Source: an optimization exercise on an open RTL-to-GDS flow (aim: small area and a short achievable clock period). Production flows keep margins and buffers that such runs may drop.
Only simulation tests tie the RTL to the original design; equivalence was not proved.
Power is estimated from default activity; no workload was simulated.

File: design/flow/run.sh
#!/bin/bash
# synth_recipe.tcl (not shown) runs the flow's synth.tcl, then flattens the netlist and writes it again
# the make line also repeats each setting of config.mk as NAME=value (left out here)
make -C /OpenROAD-flow-scripts/flow DESIGN_CONFIG=/design/flow/config.mk WORK_HOME=/design/flow/orfs CLKGATE_MAP_FILE= SYNTH_SCRIPT=/design/flow/synth_recipe.tcl finish
File: design/flow/config.mk
export PLATFORM = sky130hd
export DESIGN_NAME = bist_top
export DESIGN_NICKNAME = bist_top
export VERILOG_FILES = /design/flow/design.v
export SDC_FILE = /design/flow/constraint.sdc
export NUM_CORES = 4
export LEC_CHECK = 0
export CAP_MARGIN = 20
export CORE_MARGIN = 2
export CORE_UTILIZATION = 40
export SLEW_MARGIN = 20
File: design/flow/constraint.sdc
create_clock -name core_clock -period 6.0 [get_ports {clk}]
set_input_delay 1.2000 -clock core_clock [delete_from_list [all_inputs] [get_ports {clk}]]
set_output_delay 1.2000 -clock core_clock [all_outputs]
set_load 0.01 [all_outputs]
File: design/flow/design.v
module decoder (
    input  logic [2:0] q,            
    output logic [7:0] data_t        
);
    always_comb begin
        case (q)
            3'b000: data_t = 8'b10101010;
            3'b001: data_t = 8'b01010101;
            3'b010: data_t = 8'b11110000;
            3'b011: data_t = 8'b00001111;
            3'b100: data_t = 8'b00000000;
            3'b101: data_t = 8'b11111111;
            3'b110: data_t = 8'b11001100;
            default: data_t = 8'b00110011;
        endcase
    end
endmodule
module multiplexer #(
    parameter WIDTH = 8   
)(
    input  logic [WIDTH-1:0] normal_in,   
    input  logic [WIDTH-1:0] bist_in,     
    input  logic             NbarT,       
    output logic [WIDTH-1:0] out          
);
    always_comb begin
        if (NbarT)
            out = bist_in;
        else
            out = normal_in;
    end
endmodule
module comparator(
    input  logic [7:0] data_t,        
    input  logic [7:0] ramout,        
    output logic       gt,            
    output logic       eq,            
    output logic       lt             
);
    always_comb begin
        gt = 0;
        eq = 0;
        lt = 0;
        if(data_t > ramout)
            gt = 1;
        else if (data_t < ramout)
            lt = 1;
        else
            eq = 1;
    end
endmodule
module counter #(
    parameter length = 10
)
(
    input logic clk,
    input logic cen,        
    input logic ld,         
    input logic u_d,        
    input logic [length-1:0] d_in,       
    output logic [length-1:0] q,         
    output logic cout        
);
    always_ff @(posedge clk) begin
        if (cen) begin
            if (ld) begin
                q <= d_in;
                cout <= 0;
            end else begin
                if (u_d) begin
                    {cout, q} <= q + 1;
                end else begin
                    {cout, q} <= q - 1;
                    cout <= (q == 0);  
                end
            end
        end
    end
endmodule
module controller
(
    input logic start,       
    input logic rst,         
    input logic clk,         
    input logic cout,        
    output logic NbarT,      
    output logic ld          
);
    typedef enum logic {RESET, TEST} state_t;
    state_t current_state, next_state;
    always_ff @(posedge clk or posedge rst) begin
        if(rst)
            current_state <= RESET;
        else
            current_state <= next_state;
    end
    always_comb begin
        case(current_state)
            RESET: begin
                if (start)
                    next_state = TEST;
                else
                    next_state = RESET;
            end
            TEST: begin
                if(cout)
                    next_state = RESET;
                else
                    next_state = TEST;
            end
            default: next_state = RESET;
        endcase
    end
    always_comb begin
        case(current_state)
            RESET: begin
                NbarT = 0;
                ld = 1;
            end
            TEST: begin
                NbarT = 1;
                ld = 0;
            end
            default: begin
                NbarT = 0;
                ld = 0;
            end
        endcase
    end
endmodule
module single_port_ram(
    input logic [5:0] ramaddr,   
    input logic [7:0] ramin,     
    input logic rwbar,           
    input logic clk,             
    input logic cs,              
    output logic [7:0] ramout    
);
    logic [7:0] ram [0:63];       
    logic [5:0] addr_reg;
    always_ff@(posedge clk) begin
        if(cs) begin
            addr_reg <= ramaddr;
            if(!rwbar) begin
                ram[ramaddr] <= ramin;
            end
        end
    end
    always_comb begin
        if(!cs || !rwbar)begin
            ramout = 8'b0;
        end
        else begin 
            ramout = ram[addr_reg];
        end
    end
endmodule
module bist_top #(
    parameter size   = 6,   
    parameter length = 8    
)(
    input  logic               start,        
    input  logic               rst,
    input  logic               clk,
    input  logic               csin,         
    input  logic               rwbarin,      
    input  logic               opr,          
    input  logic [size-1:0]    address,      
    input  logic [length-1:0]  datain,       
    output logic [length-1:0]  dataout,      
    output logic               fail          
);
    logic               cout, NbarT, ld, counter_en;
    logic [9:0]         q;
    logic [2:0]         decoder_sel;
    logic [size-1:0]    addr_bist, addr_mux_out;
    logic [length-1:0]  data_bist, data_mux_out, ramout;
    logic               rw_mux, eq, gt, lt;
    controller ctrl (
        .start(start),
        .rst(rst),
        .clk(clk),
        .cout(cout),
        .NbarT(NbarT),
        .ld(ld)
    );
    counter #(.length(10)) counter_inst (
        .d_in(10'd0),
        .clk(clk),
        .ld(ld),
        .u_d(1'b1),        
        .cen(counter_en),
        .q(q),
        .cout(cout)
    );
    assign counter_en = NbarT | ld;
    assign decoder_sel = q[2:0];          
    assign addr_bist = q[size-1:0];       
    decoder decoder_inst (
        .q(decoder_sel),
        .data_t(data_bist)
    );
    multiplexer #(.WIDTH(size)) mux_addr (
        .normal_in(address),
        .bist_in(addr_bist),
        .NbarT(NbarT),
        .out(addr_mux_out)
    );
    multiplexer #(.WIDTH(length)) mux_data (
        .normal_in(datain),
        .bist_in(data_bist),
        .NbarT(NbarT),
        .out(data_mux_out)
    );
    assign rw_mux = (NbarT) ? q[6] : rwbarin;
    logic cs;
    assign cs = (NbarT) ? 1'b1 : csin;
    single_port_ram sram_inst (
        .ramaddr(addr_mux_out),
        .ramin(data_mux_out),
        .rwbar(rw_mux),
        .clk(clk),
        .cs(cs),
        .ramout(ramout)
    );
    assign dataout = ramout;
    comparator cmp_inst (
        .data_t(data_bist),
        .ramout(ramout),
        .eq(eq),
        .gt(gt),
        .lt(lt)
    );
    always_comb begin
        if (NbarT && opr) begin
            fail = (!eq) && ((rwbarin && NbarT) || (q[6] && NbarT));
        end else begin
            fail = 1'b0;
        end
    end
endmodule
==> run_results.csv, run 1 <==
group,metric,value,unit
detailed_routing,wire_per_inst,25.82,um
die,fp.dieW,237.4,um
logic_synthesis,synth_top_cells_by_area,"edfxtp_1 71%, mux4_2 8.9%, mux4_1 5.1%",
die,die_area,56380,sq um
finish,drive_gt1_frac,0.1762,
timing,drv_slew,0,
global_routing,grt_first_pass_wirelength,71.70,mm
finish,stdcell_count,1899,
timing,tns,0,ps
die,coreArea,53810,sq um
logic_synthesis,synth_edf_count,518,
power,vdd_drop_max,0.3261,mV
clocking,post_cts_buffers,0,
detailed_routing,vias,10740,
timing,final_hold_viol_count,0,
logic_synthesis,synth_seq_area_share,0.7303,
clocking,cts_max_level,2,
global_routing,grt_max_degree,65,
detailed_routing,postRouteAntennaNets,0,
detailed_routing,drc,0,
setup_path,worst-path-max-fanout,31,
detailed_routing,drtPass1Iterations,5,
detailed_routing,detail_route.iter0.violations,1112,
place,portBuffers,28,
setup_path,rrSetupSlack,2630,ps
clocking,cts_sinks,536,
die,dieHeight,237.4,um
detailed_routing,routed_wirelength,49.04,mm
clocking,clk_path_buf_depth,3,
die,start_util,0.4051,
timing,min_period_over_period,0.9441,
global_routing,gr-usage-all-layers,0.1748,
power,p_leak,7.856,nW
logic_synthesis,synthArstFlopShare,0.001866,
clocking,clk_pin_slew,60,ps
timing,finalClockSkew,13.48,ps
clocking,ctsHoldBuffers,0,
setup_path,path_class,"reg2out",
clocking,cts_tree,"done",
timing,rsz0062_at_grt,"no",
logic_synthesis,yosysWarnings,8,
finish,nets,1195,
power,p_per_area,489.5,nW/um^2
finish,largest_reg_flops,512,
detailed_routing,viasPerCell,5.653,
timing,setup_viol,0,
setup_path,cp.required,4800,ps
finish,fillers,4489,
clocking,cts_resized,0,
setup_path,cp-start-kind,"flop",
logic_synthesis,syn_nets,1137,
timing,finalCriticalPeriod,5664,ps
timing,slew_headroom,0.3066,
setup_path,endpoint_kind,"primary output",
die,row_count,85,
hold_path,min_path_type,"reg2reg",
logic_synthesis,netlist.area_leader.share,0.7136,
logic_synthesis,synthesis.area,21800,sq um
logic_synthesis,yosys_most_used_dff,"edfxtp_1",
logic_synthesis,syn-instance-count,1103,
logic_synthesis,synth_area_per_cell,19.76,sq um
global_routing,first_global_vias,10650,
logic_synthesis,synth_largest_area_cell,"edfxtp_1",
finish,num_antenna_cells,0,
die,ios,29,
finish,area_growth,12.29,%
job,maxCapViolations,0,
place,gp_congestion,0.8771,
setup_path,cp.arrival,4460,ps
clocking,clk_latency,590,ps
clocking,numCtsBuffers,53,
place,dp_cells,1802,
logic_synthesis,synth_seq_cells,536,
global_routing,antenna_found_initial,0,
status,status,"no timing/DRC/antenna violations",
timing,max_freq,176.5,MHz
clocking,cts-root-buf,"clkbuf_16",
logic_synthesis,synth.distinct_cells,61,
global_routing,gr-total-overflow,0,
place,dp_hpwl,30.29,mm
timing,tightest_slew,1036,ps
finish,final_core_utilization,0.4548,
[final timing paths]
path	startpoint	to	cells after the start
max	flop	fail	12
max in group asynchronous	rst	ctrl.current_state	2
min reg2reg	counter_inst.cout	ctrl.current_state	1
max reg2reg	ctrl.current_state	sram_inst.ram[32][2]	6
min	counter_inst.cout	ctrl.current_state	1
min in group asynchronous	rst	ctrl.current_state	2
[power by group]
part,total (mW),internal [mW],switching (mW)
Clock,3.20,1.83,1.37
Combinational,3.48,1.21,2.27
Sequential,5.30,5.07,0.234
[cell usage after synthesis, drive strengths merged (2+ instances only)]
cell type,count
edfxtp,518
mux4,128
nor2,98
buf,45
nand2,40
mux2i,31
a21oi,25
nand3,19
dfxtp,17
nor2b,16
inv,15
ha,14
a211oi,13
mux2,13
nand2b,10
nor3,9
o21ai,9
and2,8
nand4,7
o22ai,7
clkbuf,6
xnor2,6
a22oi,5
or3,5
o211ai,4
o2bb2ai,4
or2,3
a2111oi,2
a2bb2oi,2
a41o,2
a41oi,2
and2b,2
nor4,2
o31ai,2
o41a,2
o41ai,2
[per-stage QoR]
| stage | instance area (sq um) | hold WS [ps] | setup slack [ps] | power, mW |
|---|---|---|---|---|
| after floorplan | 21800 | 385.7 | 1735 | 7.518 |
| after global placement | 22820 | 403.3 | 419.8 | 8.802 |
| after detailed placement | 22820 | 396.3 | 477.1 | 8.893 |
| after CTS | 24480 | 413.3 | 265.3 | 12.09 |
| after global routing | 24480 | 431.5 | 158.6 | 12.48 |
| final | 24480 | 407.4 | 335.7 | 11.98 |
[logic make-up after synthesis]
| group | after synthesis | synth area share |
|---|---|---|
| buffers and inverters | 66 | 0.02353 |
| flip-flops | 536 | 0.7303 |
| multiplexers | 172 | 0.1604 |
| AO/OA/AOI/OAI | 86 | 0.02709 |
| adder cells (fa/ha/maj) | 14 | 0.008036 |
| XOR/XNOR | 6 | 0.002411 |
| AND/OR/NAND/NOR | 223 | 0.04816 |
[final cells by class]
| class | instances | area, sq um | share of cell area |
|---|---|---|---|
| Sequential cell | 536 | 15930 | 0.6509 |
| Clock inverter | 33 | 285.3 | 0.01165 |
| Tap cell | 696 | 870.8 | 0.03558 |
| Timing Repair Buffer | 54 | 563.0 | 0.02300 |
| Multi-Input combinational cell | 501 | 5403 | 0.2207 |
| Clock buffer | 64 | 1368 | 0.05587 |
| Inverter | 15 | 56.30 | 0.002300 |
[metal layers]
metal	vias to the layer above	routed length, um	part of all wire	track usage
li1	4637	-	-	-
met1	5651	21690	0.44	0.2504
met2	366	23150	0.47	0.2779
met3	81	2998	0.061	0.02915
met4	0	1206	0.025	0.04974
met5	-	0	0	0
[critical path, cell delays in order (launching register included)]
cell             delay (ps)
dfxtp_4                 790
buf_12                  280
buf_12                  220
mux4_1                  580
mux2i_1                 260
a21oi_1                 200
nand3_2                 180
o41a_1                  190
ha_1                    240
nand4_1                  80
nor2_1                   50
a21oi_1                 180
clkdlybuf4s50_1         580
[layout by cell type (no fill, tap or decap), types with 3 or more instances in the layout]
cell type        instances
o22ai_1                  7
a21oi_4                  3
ha_1                    14
a22oi_1                  5
mux2_2                  12
clkinv_1                15
a21oi_1                 22
dfxtp_1                 14
buf_4                   19
bufinv_16                5
dfxtp_4                  3
o211ai_1                 4
mux4_2                  86
o2bb2ai_1                4
clkbuf_1                11
clkbuf_16               53
clkdlybuf4s50_1         28
xnor2_1                  6
mux2i_1                 31
mux4_1                  42
nor2_1                  97
inv_1                   15
edfxtp_1               518
nand3_1                 17
and2_1                   8
a211oi_1                13
nand2_1                 40
buf_12                   7
o21ai_0                  8
or3_1                    5
nand4_1                  7
nor3_1                   7
nand2b_1                10
clkinv_2                 9
nor2b_1                 16
==> run 2: changes to the inputs <==
==> design/flow/design.v (replaced) <==
module bist_top #(
    parameter size   = 6,   
    parameter length = 8    
)(
    input  logic               start,
    input  logic               rst,
    input  logic               clk,
    input  logic               csin,
    input  logic               rwbarin,
    input  logic               opr,
    input  logic [size-1:0]    address,
    input  logic [length-1:0]  datain,
    output logic [length-1:0]  dataout,
    output logic               fail
);
    logic       test;
    logic [9:0] q;
    logic       cout;
    always_ff @(posedge clk or posedge rst) begin
        if (rst)
            test <= 1'b0;
        else if (test)
            test <= !cout;
        else
            test <= start;
    end
    always_ff @(posedge clk) begin
        if (!test)
            {cout, q} <= 11'd0;
        else
            {cout, q} <= {1'b0, q} + 11'd1;
    end
    function automatic logic [7:0] pat(input logic [2:0] s);
        case (s)
            3'd0: pat = 8'hAA;
            3'd1: pat = 8'h55;
            3'd2: pat = 8'hF0;
            3'd3: pat = 8'h0F;
            3'd4: pat = 8'h00;
            3'd5: pat = 8'hFF;
            3'd6: pat = 8'hCC;
            default: pat = 8'h33;
        endcase
    endfunction
    logic [7:0] ptn;
    assign ptn = pat(q[2:0]);
    logic             cs, rw;
    logic [size-1:0]  addr;
    logic [length-1:0] wdata;
    assign cs    = test | csin;
    assign rw    = test ? q[6] : rwbarin;
    assign addr  = test ? q[size-1:0] : address;
    assign wdata = test ? ptn : datain;
    logic [length-1:0] ram [0:63];
    always_ff @(posedge clk) begin
        if (cs && !rw)
            ram[addr] <= wdata;
    end
    logic [length-1:0] rdata;
    always_ff @(posedge clk) begin
        if (cs)
            rdata <= rw ? ram[addr] : wdata;
    end
    assign dataout = (cs && rw) ? rdata : 8'h00;
    logic mm_rd, mm_wr;
    assign mm_rd = (rdata != ptn);         
    assign mm_wr = (q[2:0] != 3'd4);       
    assign fail  = test && opr && (q[6] ? mm_rd : (rwbarin && mm_wr));
endmodule
==> run 2 against run 1 <==
Net effect:
- still clean on timing, DRC and antenna
- via count grew 22%
- die area shrank 2.4%
- final cell count grew 15%
- flip-flop and latch count shrank 4
- clock-buffer cell count grew 6
- critical path type unchanged
- critical endpoint unchanged
- largest power group unchanged
==> run_results.csv, run 2 <==
group,metric,value,unit
status,status,"no timing/DRC/antenna violations",
setup_path,path_depth,9,
detailed_routing,postRouteAntennaNets,0,
finish,fin_area,24490,sq um
finish,final_core_utilization,0.4661,
logic_synthesis,synth_seq_cells,532,
logic_synthesis,netlist.area_leader.share,0.7339,
finish,stdcell_count,2188,
finish,nets,1483,
die,dieHeight,234.6,um
setup_path,cp-start-kind,"flop",
detailed_routing,top_layer,"met4",
detailed_routing,wire_per_inst,28.44,um
timing,setup_viol,0,
place,portBuffers,28,
job,maxCapViolations,0,
place,place_area,22780,sq um
hold_path,min_path_cells,2,
logic_synthesis,synth_edf_count,520,
logic_synthesis,synth.distinct_cells,69,
finish,drive_gt1_frac,0.1467,
finish,area_growth,15.12,%
timing,max_freq,207.2,MHz
setup_path,r2r_cells,8,
setup_path,worst-path-max-fanout,14,
logic_synthesis,synthArstFlopShare,0.001880,
detailed_routing,drt-met1-wl,25.78,mm
detailed_routing,vias,13100,
finish,num_antenna_cells,0,
setup_path,path_class,"reg2out",
timing,rsz0062_at_grt,"no",
setup_path,path_cells,"inv_1, ha_1, or2_2, a21oi_1, xor2_1, nand4_1, nor4_1, a311oi_1, clkdlybuf4s50_1",
logic_synthesis,synthesis.area,21280,sq um
global_routing,grt_max_degree,85,
hold_path,min_path_type,"reg2reg",
logic_synthesis,synth_seq_area_share,0.7455,
place,dp_hpwl,38.62,mm
timing,tns,0,ps
setup_path,cp_num_buf_inv,2,
global_routing,first_global_vias,12920,
timing,drv_slew,0,
power,vdd_drop_max,0.2926,mV
logic_synthesis,yosys_most_used_dff,"edfxtp_1",
clocking,ctsHoldBuffers,0,
setup_path,crit_family,"simple AND/OR/NAND/NOR gates",
detailed_routing,routed_wirelength,62.22,mm
place,gp_congestion,0.8705,
die,die_area,55050,sq um
finish,final_common_cell,"edfxtp_1",
timing,min_period_over_period,0.8045,
finish,largest_reg_flops,512,
setup_path,cp.required,4800,ps
power,p_per_area,516.9,nW/um^2
detailed_routing,detail_route.iter0.violations,1976,
detailed_routing,wl_met3,6.196,mm
die,start_util,0.4049,
detailed_routing,viasPerCell,5.986,
die,fp.dieW,234.6,um
clocking,cts_resized,0,
clocking,post_cts_buffers,0,
finish,top_register,"ram",
setup_path,slowest_stage,"dfxtp_1",
die,coreArea,52550,sq um
setup_path,cp.arrival,3630,ps
global_routing,grt_first_pass_wirelength,90.60,mm
clocking,cts_max_level,2,
global_routing,gr-total-overflow,0,
logic_synthesis,synth_area_per_cell,15.51,sq um
die,ios,29,
logic_synthesis,yosysMostFrequentCell,"edfxtp_1",
clocking,clk_pin_slew,60,ps
clocking,clk_latency,610,ps
global_routing,gr-usage-all-layers,0.2230,
clocking,cts-root-buf,"clkbuf_16",
clocking,numCtsBuffers,55,
global_routing,antenna_found_initial,0,
detailed_routing,met2WireLength,27.84,mm
place,dp_cells,2088,
logic_synthesis,yosysWarnings,1,
clocking,clk_path_buf_depth,3,
logic_synthesis,syn_nets,1397,
timing,final_hold_viol_count,0,
timing,slew_headroom,0.2309,
detailed_routing,drc,0,
timing,tightest_slew,1154,ps
setup_path,endpoint_kind,"primary output",
die,row_count,84,
finish,mostFrequentLayoutCells,"520 x edfxtp_1, 131 x nand2_1, 106 x nor2_1, 85 x buf_4, 68 x a21oi_1",
setup_path,slowest_delay,650,ps
timing,finalClockSkew,23.20,ps
power,p_leak,7.899,nW
logic_synthesis,synth_top_cells_by_area,"edfxtp_1 73%, mux2i_1 2.6%, nand2_1 2.3%",
clocking,cts_sinks,532,
clocking,cts_tree,"done",
timing,finalCriticalPeriod,4827,ps
logic_synthesis,syn-instance-count,1372,
logic_synthesis,synth_commonest_cells,"520 x edfxtp_1, 131 x nand2_1, 108 x nor2_1",
logic_synthesis,synth_largest_area_cell,"edfxtp_1",
detailed_routing,drtPass1Iterations,6,
==> run 2: changes by cell type in the layout (fill, tap and decap cells not counted), sizes merged, moves of 27 or more <==
cell    delta
mux4     -124
buf       +60
nand2     +92
a21oi     +50
a222oi    +27
==> run 2: tightest hold or removal path: cells and delay by family (launching register included) <==
family / cells / cell delay, ps
DFF: 1 / 320
and+or+nand+nor: 2 / 110
==> run 2: final cells by class <==
type	instances	area, sq um
Clock inverter	29	206.4
Timing Repair Buffer	114	945.9
Inverter	8	30.03
Tap cell	688	860.8
Clock buffer	70	1475
Fill cell	4573	28060
Sequential cell	532	15860
Multi-Input combinational cell	747	5112
==> run 2: where the power goes <==
| part | internal (mW) | switching [mW] | leakage (nW) |
|---|---|---|---|
| clock | 1.85 | 1.39 | 0.823 |
| sequential | 5.07 | 0.130 | 4.76 |
| combinational | 1.19 | 3.03 | 2.32 |
| total | 8.11 | 4.55 | 7.90 |
==> run 2: path summary, 6_finish.rpt <==
kind,startpoint,endpoint,slack [ps]
setup reg to reg,test,rdata[3],1950
hold / removal,q[9],cout,470
setup / recovery,q[2],fail,1170
max in group asynchronous,rst,test,5160
hold reg to reg,q[9],cout,470
min in group asynchronous,rst,test,740
==> run 2: kinds of logic after synthesis <==
family	synth area share
simple gates	0.06140
fa+ha+maj	0.002940
compound gates	0.1150
flops	0.7455
xor+xnor	0.005352
buf+inv	0.02064
mux	0.04916
==> run 2: through the flow <==
stage	power [mW]	hold WS (ps)	worst slack, ps
detailed placement	9.406	447.3	908.2
finish	12.66	466.1	1173
global route	13.06	476.6	943.2
CTS	12.61	466.0	1149
floorplan	7.555	384.3	2316
global placement	9.352	448.6	912.6
==> run 2: routing by layer <==
layer	up-vias	global-route usage
met5	-	0
met3	131	0.05334
met1	6593	0.3125
met2	744	0.3376
li1	5630	-
met4	0	0.08573

port drivers added, routing unchanged:
No port has a modelled driver above. Below, the same layouts with a new extraction and two added sets of constraints. Step 1, drivers: a clkbuf_16 drives clk and a buf_2 each remaining input, both assumed. Step 2 adds t to the input delays and takes it off the output delays; t is the mean of the earliest and latest rising clock arrival at the registers after step 1. Input paths then give back, and output paths get back, about the clock's delay inside the block. Slacks: ideal ports / drivers / drivers and shift; pairs: ideal ports / drivers.
run | t, ns | setup slack, ns | hold WS [ns] | worst register clock-pin slew, ns | cell pins on the clock port's net
run 1 | 0.649 | 0.336 / 0.273 / 0.382 | 0.407 / 0.407 / 0.407 | 0.07 / 0.07 | 1
run 2 | 0.655 | 1.173 / 1.118 / 0.879 | 0.466 / 0.466 / 0.466 | 0.06 / 0.06 | 1
After both steps setup and hold are still met in every run listed. For run 2, which loses most, drivers alone change the setup slack by -0.055 ns; drivers and shift together by -0.294 ns.
